Background: an optimization exercise with open tools, aiming at small area. Do not read the settings as production practice. The RTL was checked by simulation tests, not by an equivalence proof against the original design. No activity file was given, so power comes from the tool's default toggle rates.

== alpha ==
==> module simple_fifo_128, before the edit <==
module simple_fifo_128(
    input              clk,
    input              rst_n,            
    input      [127:0] data_in,
    input              wr_en,
    input              rd_en,
    output             full_o,
    output             emty_o,
    output     [127:0] data_out
);
    reg [2:0] wr_ptr;
    reg [7:0] rd_sel;    
    reg       full_q;
    reg       empty_q;
    assign full_o = full_q;
    assign emty_o = empty_q;
    wire wr_acc = wr_en & ~full_q;
    wire rd_acc = rd_en & ~empty_q;
    wire [2:0] wr_ptr_inc = wr_ptr + 3'd1;
    wire [7:0] rd_next = {rd_sel[6:0], rd_sel[7]};    
    wire [7:0] rd_next2 = {rd_sel[5:0], rd_sel[7:6]};
    always @(posedge clk or negedge rst_n) begin
        if (!rst_n) begin
            wr_ptr  <= 3'd0;
            rd_sel  <= 8'b1000_0000;
            full_q  <= 1'b0;
            empty_q <= 1'b1;
        end else begin
            if (wr_acc) wr_ptr <= wr_ptr_inc;
            if (rd_acc) rd_sel <= rd_next;
            if (wr_acc & ~rd_acc) begin
                empty_q <= 1'b0;
                full_q  <= rd_next[wr_ptr_inc];
            end else if (rd_acc & ~wr_acc) begin
                full_q  <= 1'b0;
                empty_q <= rd_next2[wr_ptr];
            end
        end
    end
    wire [127:0] row_q [0:7];
    genvar i;
    generate
        for (i = 0; i < 8; i = i + 1) begin : g_row
            reg  [127:0] q;
            wire [127:0] q_next;
            wire         we = wr_acc & (wr_ptr == i);
            fifo_hold_mux u_hold (.q(q), .hold(~we), .load(we), .d(data_in), .y(q_next));
            always @(posedge clk) q <= q_next;
            assign row_q[i] = q;
        end
    endgenerate
    wire [127:0] grp0_n, grp1_n, grp2_n;
    fifo_sel3_n u_grp0 (.s0(rd_sel[0]), .s1(rd_sel[1]), .s2(rd_sel[2]),
                        .d0(row_q[0]), .d1(row_q[1]), .d2(row_q[2]), .y_n(grp0_n));
    fifo_sel3_n u_grp1 (.s0(rd_sel[3]), .s1(rd_sel[4]), .s2(rd_sel[5]),
                        .d0(row_q[3]), .d1(row_q[4]), .d2(row_q[5]), .y_n(grp1_n));
    fifo_sel2_n u_grp2 (.s0(rd_sel[6]), .s1(rd_sel[7]),
                        .d0(row_q[6]), .d1(row_q[7]), .y_n(grp2_n));
    assign data_out = ~(grp0_n & grp1_n & grp2_n);
endmodule
==> module fifo_hold_mux, before the edit <==
module fifo_hold_mux(
    input  [127:0] q,
    input          hold,
    input          load,
    input  [127:0] d,
    output [127:0] y
);
    assign y = (q & {128{hold}}) | (d & {128{load}});
endmodule
==> module beginner_encrypted_fifo, before the edit <==
module beginner_encrypted_fifo (
    input              clk,
    input              rst_n,            
    input      [127:0] secret_key,
    input      [127:0] plain_data_in,
    input              wr_en,
    output             full_o,           
    input              rd_en,
    output     [127:0] plain_data_out,
    output             empty_o           
);
    wire [127:0] encrypted_data;   
    wire [127:0] stored_data;      
    simple_encrypt u_encrypt (
        .plain_data     (plain_data_in),
        .key            (secret_key),
        .encrypted_data (encrypted_data)
    );
    simple_fifo_128 u_fifo (
        .clk      (clk),
        .rst_n    (rst_n),
        .data_in  (encrypted_data),
        .wr_en    (wr_en),           
        .rd_en    (rd_en),           
        .data_out (stored_data),
        .full_o   (full_o),
        .emty_o   (empty_o)
    );
    simple_decrypt u_decrypt (
        .encrypted_data (stored_data),
        .key            (secret_key),
        .plain_data     (plain_data_out)
    );
endmodule
Settings: LEC_CHECK=0, CAP_MARGIN=20, CORE_MARGIN=2, CORE_UTILIZATION=50, SLEW_MARGIN=20, SYNTH_HIERARCHICAL=1, SYNTH_MINIMUM_KEEP_SIZE=0; clock period 5.0 ns.
standard.sh (not shown) runs the stock make flow with config.mk's settings and CLKGATE_MAP_FILE= SYNTH_SCRIPT=/design/flow/synth_recipe.tcl, a recipe that flattens the netlist after the stock synthesis.
==> flow/flow/run.sh <==
#!/bin/bash
# The standard layout (the standard.sh) with two changes:
#  - the port buffers are buf_1 rather than the resizer's default clkdlybuf4s50_1;
#  - CTS uses clkbuf_16 leaf buffers with larger sink clusters and no dummy loads.
# Every ORFS step writes its own log under orfs/logs/; make's output goes to flow_make.log.
set -euo pipefail
export BUFFER_PORTS_ARGS="-buffer_cell sky130_fd_sc_hd__buf_1"
export CTS_ARGS="-sink_clustering_enable -repair_clock_nets -dont_use_dummy_load -buf_list {sky130_fd_sc_hd__clkbuf_16} -sink_clustering_size 30 -sink_clustering_max_diameter 80"
bash standard.sh finish > flow_make.log 2>&1
Setup changes, alpha to beta
diff --git a/flow/design.v b/flow/design.v
--- a/flow/design.v
+++ b/flow/design.v
@@ -20,16 +20,19 @@
     input              wr_en,
     input              rd_en,
     output             full_o,
     output             emty_o,
-    output     [127:0] data_out
+    output     [127:0] data_out,
+    output             phase_o
 );
     reg [2:0] wr_ptr;
     reg [7:0] rd_sel;    
     reg       full_q;
     reg       empty_q;
-    assign full_o = full_q;
-    assign emty_o = empty_q;
+    reg       phase;
+    assign full_o  = full_q;
+    assign emty_o  = empty_q;
+    assign phase_o = phase;
     wire wr_acc = wr_en & ~full_q;
     wire rd_acc = rd_en & ~empty_q;
     wire [2:0] wr_ptr_inc = wr_ptr + 3'd1;
     wire [7:0] rd_next = {rd_sel[6:0], rd_sel[7]};    
@@ -39,9 +42,11 @@
             wr_ptr  <= 3'd0;
             rd_sel  <= 8'b1000_0000;
             full_q  <= 1'b0;
             empty_q <= 1'b1;
+            phase   <= 1'b0;
         end else begin
+            phase <= ~phase;
             if (wr_acc) wr_ptr <= wr_ptr_inc;
             if (rd_acc) rd_sel <= rd_next;
             if (wr_acc & ~rd_acc) begin
                 empty_q <= 1'b0;
@@ -58,9 +63,9 @@
         for (i = 0; i < 8; i = i + 1) begin : g_row
             reg  [127:0] q;
             wire [127:0] q_next;
             wire         we = wr_acc & (wr_ptr == i);
-            fifo_hold_mux u_hold (.q(q), .hold(~we), .load(we), .d(data_in), .y(q_next));
+            fifo_flip_load u_next (.q(q), .load(we), .hold(~we), .d(data_in), .y(q_next));
             always @(posedge clk) q <= q_next;
             assign row_q[i] = q;
         end
     endgenerate
@@ -72,16 +77,16 @@
     fifo_sel2_n u_grp2 (.s0(rd_sel[6]), .s1(rd_sel[7]),
                         .d0(row_q[6]), .d1(row_q[7]), .y_n(grp2_n));
     assign data_out = ~(grp0_n & grp1_n & grp2_n);
 endmodule
-module fifo_hold_mux(
+module fifo_flip_load(
     input  [127:0] q,
+    input          load,
     input          hold,
-    input          load,
     input  [127:0] d,
     output [127:0] y
 );
-    assign y = (q & {128{hold}}) | (d & {128{load}});
+    assign y = ~((q | {128{load}}) & (d | {128{hold}}));
 endmodule
 module fifo_sel3_n(
     input          s0, s1, s2,
     input  [127:0] d0, d1, d2,
@@ -107,13 +112,15 @@
     input              rd_en,
     output     [127:0] plain_data_out,
     output             empty_o           
 );
+    wire         phase;
+    wire [127:0] key_ph = secret_key ^ {128{phase}};
     wire [127:0] encrypted_data;   
     wire [127:0] stored_data;      
     simple_encrypt u_encrypt (
         .plain_data     (plain_data_in),
-        .key            (secret_key),
+        .key            (key_ph),
         .encrypted_data (encrypted_data)
     );
     simple_fifo_128 u_fifo (
         .clk      (clk),
@@ -122,12 +129,13 @@
         .wr_en    (wr_en),           
         .rd_en    (rd_en),           
         .data_out (stored_data),
         .full_o   (full_o),
-        .emty_o   (empty_o)
+        .emty_o   (empty_o),
+        .phase_o  (phase)
     );
     simple_decrypt u_decrypt (
         .encrypted_data (stored_data),
-        .key            (secret_key),
+        .key            (key_ph),
         .plain_data     (plain_data_out)
     );
 endmodule
==> results.txt <==
- The combined flip-flop and latch cell area on beta is in line with that on alpha.
- Taking alpha as the reference, in beta number of placed instances with taps included shows an increase of about 2.6%, maximum fanout encountered on the critical timing path shows a reduction of about 14%.
- Going from alpha to beta, final area fell by about 3.6%; remaining max-slew budget at the tightest pin rose by 2.2 points.
- Compared with alpha, in beta share of final-layout standard cells stronger than drive strength 1 barely changed, final net count increased about 3.6%, power went down 1.1%.
- met5 as the highest routed metal layer was reported by beta, and met4 by alpha.
- Delta (beta minus alpha): simple-gate portion of the synthesized area essentially unchanged; routed wire length per instance decreased about 5%; tightest hold margin increased 0.013 ns; core utilization increased 0.20 points.
- When beta is measured against alpha, its total length of routed wires turns out about 2.8% lower.

## static timing again, ports no longer ideal
The results above use ideal ports. As a check the final layouts listed here were re-extracted and re-timed, cells and wires unchanged.
Step 1 (the two cells are an assumption about what drives the block):
set clk [get_ports {clk}]
set_driving_cell -lib_cell sky130_fd_sc_hd__clkbuf_16 $clk
set_driving_cell -lib_cell sky130_fd_sc_hd__buf_2 [delete_from_list [all_inputs] $clk]
Step 2 also shifts input and output timing later by t, the mid clock arrival at the registers, as if the neighbouring blocks saw the same clock.
Slacks: no drivers / after step 1 / after step 2; pairs: no drivers / after step 1.
run	t, ns	slack for setup (ns)	latest minus earliest clock arrival (ns)	worst data-port slew with drivers (ns)	cell pins on the clock port's net
alpha	0.688	0.875 / 0.802 / 1.490	0.065 / 0.066	0.08	1
beta	0.669	0.830 / 0.756 / 0.970	0.078 / 0.078	0.11	1
After both steps every run listed still meets setup and hold.
